This design comes from an exercise in tuning for small area, a short achievable clock period and few clock cycles on the open sky130 flow, not from production work. Power and IR drop assume default switching activity.

==> v31 <==
==> flow/design.v (excerpt) <==
module LMFE ( clk, reset, Din, in_en, busy, out_valid, Dout, mem_cen, mem_wen, mem_addr, mem_d, mem_q);
input   clk;
input   reset;
input   in_en;
output  busy;
output  out_valid;
input   [7:0]  Din;
output  [7:0]  Dout;
output  mem_cen;
output  mem_wen;
output  [9:0]  mem_addr;
output  [7:0]  mem_d;
input   [7:0]  mem_q;
localparam S_PRE = 2'd0, S_RUN = 2'd1, S_FIN = 2'd2;
reg  [1:0]  state;
reg  [14:0] ldpos;       
reg  [2:0]  k;           
reg         busy_r, outv_r, cen_r, wen_r, seldin_r, accf;
reg  [9:0]  addr_r;
reg  [7:0]  din_r, dout_r;
assign busy      = busy_r;
assign out_valid = outv_r;
assign Dout      = dout_r;
assign mem_cen   = cen_r;
assign mem_wen   = wen_r;
assign mem_addr  = addr_r;
assign mem_d     = din_r;
wire [7:0] row6  = ldpos[14:7];
wire [6:0] ldcol = ldpos[6:0];
wire run = (state == S_RUN);
wire pre = (state == S_PRE);
wire [8:0] rr = {1'b0, row6} + {6'b0, k} - 9'd6;
wire rr_ok = ~rr[8] & ~rr[7];
  reg [7:0] P0;
  reg [7:0] P1;
  reg [7:0] P2;
  reg [7:0] P3;
  reg [7:0] P4;
  reg [7:0] P5;
  reg [7:0] P6;
  reg [7:0] P7;
  reg [7:0] P8;
  reg [7:0] P9;
  reg [7:0] P10;
  reg [7:0] P11;
  reg [7:0] P12;
  reg [7:0] P13;
  reg [7:0] P14;
  reg [7:0] P15;
  reg [7:0] P16;
  reg [7:0] P17;
  reg [7:0] P18;
  reg [7:0] P19;
  reg [7:0] P20;
  reg [7:0] P21;
  reg [7:0] P22;
  reg [7:0] P23;
  reg [7:0] P24;
  reg [7:0] P25;
  reg [7:0] P26;
  reg [7:0] P27;
  reg [7:0] P28;
  ...
clock: 6.0 ns
lec_check: 0
cap_margin: 20
core_margin: 2
core_utilization: 40
cts_buf_list: sky130_fd_sc_hd__clkbuf_16
cts_cluster_diameter: 60
cts_cluster_size: 30
setup_slack_margin: 3.5
slew_margin: 20
standard.sh (not shown) runs the stock make flow with config.mk's settings and CLKGATE_MAP_FILE= SYNTH_SCRIPT=/design/flow/synth_recipe.tcl, a recipe that flattens the netlist after the stock synthesis.
==> flow/flow/run.sh <==
#!/bin/bash
# The standard layout (the standard.sh, unchanged synthesis script and
# settings from config.mk), with two changes to how cells are chosen:
# - ADDER_MAP_FILE is empty, so ORFS's synth.tcl skips extract_fa and ABC maps
#   the adder trees from plain gates (faster than sky130 fa_1 cells);
# - every input and output port still gets its own buffer, but a buf_4
#   instead of the clkdlybuf4s50_1 delay cell buffer_ports picks by default.
# Registers are unaffected.
set -euo pipefail
export ADDER_MAP_FILE=
export BUFFER_PORTS_ARGS="-buffer_cell sky130_fd_sc_hd__buf_4"
bash standard.sh > standard.log 2>&1
==> v18: changes against v31 <==
--- a/flow/design.v
+++ b/flow/design.v
@@ -252,12 +252,12 @@
   assign msb[47] = P47[7];
   assign msb[48] = P48[7];
 reg  [2:0] ccr;                            
 reg  [2:0] CC0, CC1, CC2, CC3, CC4, CC5;    
 reg  [5:0] sreg;                           
-reg  [6:0] colact_n;                      
-reg  [4:0] k0_n;
+reg  [6:0] colact_n, colact_r;            
+reg  [4:0] k0_n, k0_r;
 reg  [2:0] ccsel;
 always @(*) begin
   case (k)
     3'd1:    ccsel = colact_n[2] ? CC1 : 3'd0;
     3'd2:    ccsel = colact_n[3] ? CC2 : 3'd0;
@@ -267,82 +267,81 @@
     3'd6:    ccsel = colact_n[0] ? ccr : 3'd0;
     default: ccsel = 3'd0;
   endcase
 end
 wire [5:0] sbase = (k == 3'd1) ? (colact_n[1] ? {3'b0, CC0} : 6'd0) : sreg;
-wire [5:0] snext = sbase + {3'b0, ccsel};
-wire [5:0] sfin  = sreg + {3'b0, colact_n[0] ? ccr : 3'd0};    
 always @(posedge clk) begin
   ccr <= ((k == 3'd0) ? 3'd0 : ccr) + {2'b0, ~bus[7]};
   if (k == 3'd0) begin
     CC0 <= ccr; CC1 <= CC0; CC2 <= CC1; CC3 <= CC2; CC4 <= CC3; CC5 <= CC4;
   end
-  sreg <= snext;
+  sreg <= sbase + {3'b0, ccsel};
   if (k == 3'd0) begin
     colact_n <= colact;
     k0_n     <= k0;
   end
+  if (k == 3'd6) begin
+    colact_r <= colact_n;
+    k0_r     <= k0_n;
+  end
 end
-wire e7 = colact_n[0] & ~msb[0];               
+wire e7 = colact_r[0] & ~msb[0];               
 wire [5:0] z7 = sreg + {5'b0, e7};
-reg lt0, lt1;
-always @(posedge clk) begin
-  lt0 <= (sfin < {1'b0, k0_n});
-  lt1 <= (sfin < {1'b0, k0_n} - 6'd1);
-end
+wire lt0 = (sreg < {1'b0, k0_r});
+wire lt1 = (sreg < {1'b0, k0_r} - 6'd1);
 wire d7 = e7 ? lt1 : lt0;                       
-wire [5:0] minit = d7 ? (z7 - {1'b0, k0_n}) : (6'd0 - {1'b0, k0_n});
+wire [5:0] minit = d7 ? (z7 - {1'b0, k0_r}) : (6'd0 - {1'b0, k0_r});
 wire [48:0] act;
-  assign act[0] = colact_n[0];
-  assign act[1] = colact_n[0];
-  assign act[2] = colact_n[0];
-  assign act[3] = colact_n[0];
-  assign act[4] = colact_n[0];
-  assign act[5] = colact_n[0];
-  assign act[6] = colact_n[0];
-  assign act[7] = colact_n[1];
-  assign act[8] = colact_n[1];
-  assign act[9] = colact_n[1];
-  assign act[10] = colact_n[1];
-  assign act[11] = colact_n[1];
-  assign act[12] = colact_n[1];
-  assign act[13] = colact_n[1];
-  assign act[14] = colact_n[2];
-  assign act[15] = colact_n[2];
-  assign act[16] = colact_n[2];
-  assign act[17] = colact_n[2];
-  assign act[18] = colact_n[2];
-  assign act[19] = colact_n[2];
-  assign act[20] = colact_n[2];
-  assign act[21] = colact_n[3];
-  assign act[22] = colact_n[3];
-  assign act[23] = colact_n[3];
-  assign act[24] = colact_n[3];
-  assign act[25] = colact_n[3];
-  assign act[26] = colact_n[3];
-  assign act[27] = colact_n[3];
-  assign act[28] = colact_n[4];
-  assign act[29] = colact_n[4];
-  assign act[30] = colact_n[4];
-  assign act[31] = colact_n[4];
-  assign act[32] = colact_n[4];
-  assign act[33] = colact_n[4];
-  assign act[34] = colact_n[4];
-  assign act[35] = colact_n[5];
-  assign act[36] = colact_n[5];
-  assign act[37] = colact_n[5];
-  assign act[38] = colact_n[5];
-  assign act[39] = colact_n[5];
-  assign act[40] = colact_n[5];
-  assign act[41] = colact_n[5];
-  assign act[42] = colact_n[6];
-  assign act[43] = colact_n[6];
-  assign act[44] = colact_n[6];
-  assign act[45] = colact_n[6];
-  assign act[46] = colact_n[6];
-  assign act[47] = colact_n[6];
-  assign act[48] = colact_n[6];
+  assign act[0] = colact_r[0];
+  assign act[1] = colact_r[0];
+  assign act[2] = colact_r[0];
+  assign act[3] = colact_r[0];
+  assign act[4] = colact_r[0];
+  assign act[5] = colact_r[0];
+  assign act[6] = colact_r[0];
+  assign act[7] = colact_r[1];
+  assign act[8] = colact_r[1];
+  assign act[9] = colact_r[1];
+  assign act[10] = colact_r[1];
+  assign act[11] = colact_r[1];
+  assign act[12] = colact_r[1];
+  assign act[13] = colact_r[1];
+  assign act[14] = colact_r[2];
+  assign act[15] = colact_r[2];
+  assign act[16] = colact_r[2];
+  assign act[17] = colact_r[2];
+  assign act[18] = colact_r[2];
+  assign act[19] = colact_r[2];
+  assign act[20] = colact_r[2];
+  assign act[21] = colact_r[3];
+  assign act[22] = colact_r[3];
+  assign act[23] = colact_r[3];
+  assign act[24] = colact_r[3];
+  assign act[25] = colact_r[3];
+  assign act[26] = colact_r[3];
+  assign act[27] = colact_r[3];
+  assign act[28] = colact_r[4];
+  assign act[29] = colact_r[4];
+  assign act[30] = colact_r[4];
+  assign act[31] = colact_r[4];
+  assign act[32] = colact_r[4];
+  assign act[33] = colact_r[4];
+  assign act[34] = colact_r[4];
+  assign act[35] = colact_r[5];
+  assign act[36] = colact_r[5];
+  assign act[37] = colact_r[5];
+  assign act[38] = colact_r[5];
+  assign act[39] = colact_r[5];
+  assign act[40] = colact_r[5];
+  assign act[41] = colact_r[5];
+  assign act[42] = colact_r[6];
+  assign act[43] = colact_r[6];
+  assign act[44] = colact_r[6];
+  assign act[45] = colact_r[6];
+  assign act[46] = colact_r[6];
+  assign act[47] = colact_r[6];
+  assign act[48] = colact_r[6];
 wire [48:0] finit = act & ~(msb ^ {49{d7}});
 wire init = run & (k == 3'd0);
 wire [67:0] tap;
   assign tap[0] = P0[0];
   assign tap[1] = P1[2];
@@ -780,29 +779,28 @@
   assign cz_6 = (cz_4 & pr1[10]) | (cz_4 & pr1[11]) | (pr1[10] & pr1[11]);
   wire [6:0] ya = {cz_6, cz_5, cz_2, cz_1, pr1[3], pr1[1], pr1[0]};
   wire [6:0] yb = {1'b0, 1'b0, cz_3, 1'b0, 1'b0, pr1[2], 1'b0};
   assign y = ya + yb;
 wire d = ~y[6];
-wire [69:0] Fu1 = Flast & tapl;
-wire [69:0] Fu0 = Flast & ~tapl;
-wire [69:0] Fi  = {{(70-50){1'b0}}, finit, 1'b0};
+wire [69:0] Fu = Flast & ~(tapl ^ {70{d}});
 always @(posedge clk) begin
   F1 <= {F0[68:0], 1'b0};
   M1 <= M0;
   R1 <= R0;
   F2 <= {F1[68:0], 1'b0};
   M2 <= M1;
   R2 <= R1;
-  F0 <= d ? (init ? Fi : {Fu1[68:0], 1'b0}) : (init ? Fi : {Fu0[68:0], 1'b0});
   if (init) begin
+    F0 <= {{(70-50){1'b0}}, finit, 1'b0};
     M0 <= minit;
     R0 <= {6'b0, d7};
+    dout_r <= {Rlast, d};
   end else begin
+    F0 <= {Fu[68:0], 1'b0};
     M0 <= d ? y[5:0] : mlast;
     R0 <= {Rlast[5:0], d};
   end
-  dout_r <= {Rlast, d};    
 end
 always @(posedge clk or posedge reset) begin
   if (reset) begin
     state    <= S_PRE;
     ldpos    <= 15'd0;
==> flow/run.sh (new file) <==
#!/bin/bash
# synth_recipe.tcl (not shown) runs the flow's synth.tcl, then flattens the netlist and writes it again
# the make line also repeats each setting of config.mk as NAME=value (left out here)
make -C /OpenROAD-flow-scripts/flow DESIGN_CONFIG=/design/flow/config.mk WORK_HOME=/design/flow/orfs CLKGATE_MAP_FILE= SYNTH_SCRIPT=/design/flow/synth_recipe.tcl finish
- CTS_BUF_LIST: sky130_fd_sc_hd__clkbuf_16 -> default
- CTS_CLUSTER_DIAMETER: 60 -> default
- CTS_CLUSTER_SIZE: 30 -> default
removed: flow/flow/run.sh
removed: flow/standard.sh
==> qor summary <==
Number of clock buffers inserted by TritonCTS: v31 45; v18 83
Number of flip-flops and latches in the synthesized netlist: v31 870; v18 878
Height of the die: v31 256 um; v18 261 um
Status: v31 no timing/DRC/antenna violations; v18 no timing/DRC/antenna violations
Reg2reg setup slack: v31 3450 ps; v18 3310 ps
Wire length per cell: v31 15.4 um; v18 19.1 um
Number of multi-input combinational cells in the layout: v31 926; v18 893
Switching Fraction: v31 23.2%; v18 24.5%
Die outline area: v31 65400 sq um; v18 67900 sq um
Startpoint of the tightest hold check path: v31 P62[0]$_DFF_P_; v18 P63[2]$_DFF_P_
DP Area: v31 26500 sq um; v18 27400 sq um
Final design instance area without fill: v31 29000 sq um; v18 32700 sq um
Met3 usage in global routing: v31 2.19%; v18 3.33%
Via count: v31 13000; v18 15300
Fraction of area in multi-input gates: v31 24.9%; v18 25.2%
Area fraction of the dominant cell type after synthesis: v31 63.0%; v18 59.9%
Combinational cell fraction of total power: v31 3.9%; v18 10.5%
Multiplexer share of the synthesized area: v31 0.489%; v18 0.204%
Function was not checked in any run of this note: the RTL went through the layout flow alone.

==> static timing again, ports no longer ideal <==
In the flow no input, the clock included, has a driving cell. The finished layouts below were timed again as built, in two steps.
Step 1 sets driving cells, clkbuf_16 on the clock port and buf_2 on the other inputs (assumed; they add their load-dependent delay and slew).
Step 2, shift: input delay + t, output delay - t, t = (earliest + latest rising clock arrival at the registers) / 2. This alone moves slack from input paths to output paths.
Slacks: ideal ports / drivers / drivers and shift; pairs: ideal ports / drivers.
run	t, ns	slack for setup (ns)	worst hold slack (ns)	worst data-port slew with drivers (ns)
v31	0.669	3.453 / 3.453 / 3.105	0.316 / 0.316 / 0.316	0.03
v18	0.681	3.314 / 3.314 / 2.902	0.311 / 0.311 / 0.311	0.03
After both steps setup and hold are still met in every run listed. The setup slack of v18, which loses most, moves by 0.000 ns with the drivers and by -0.412 ns with both steps.
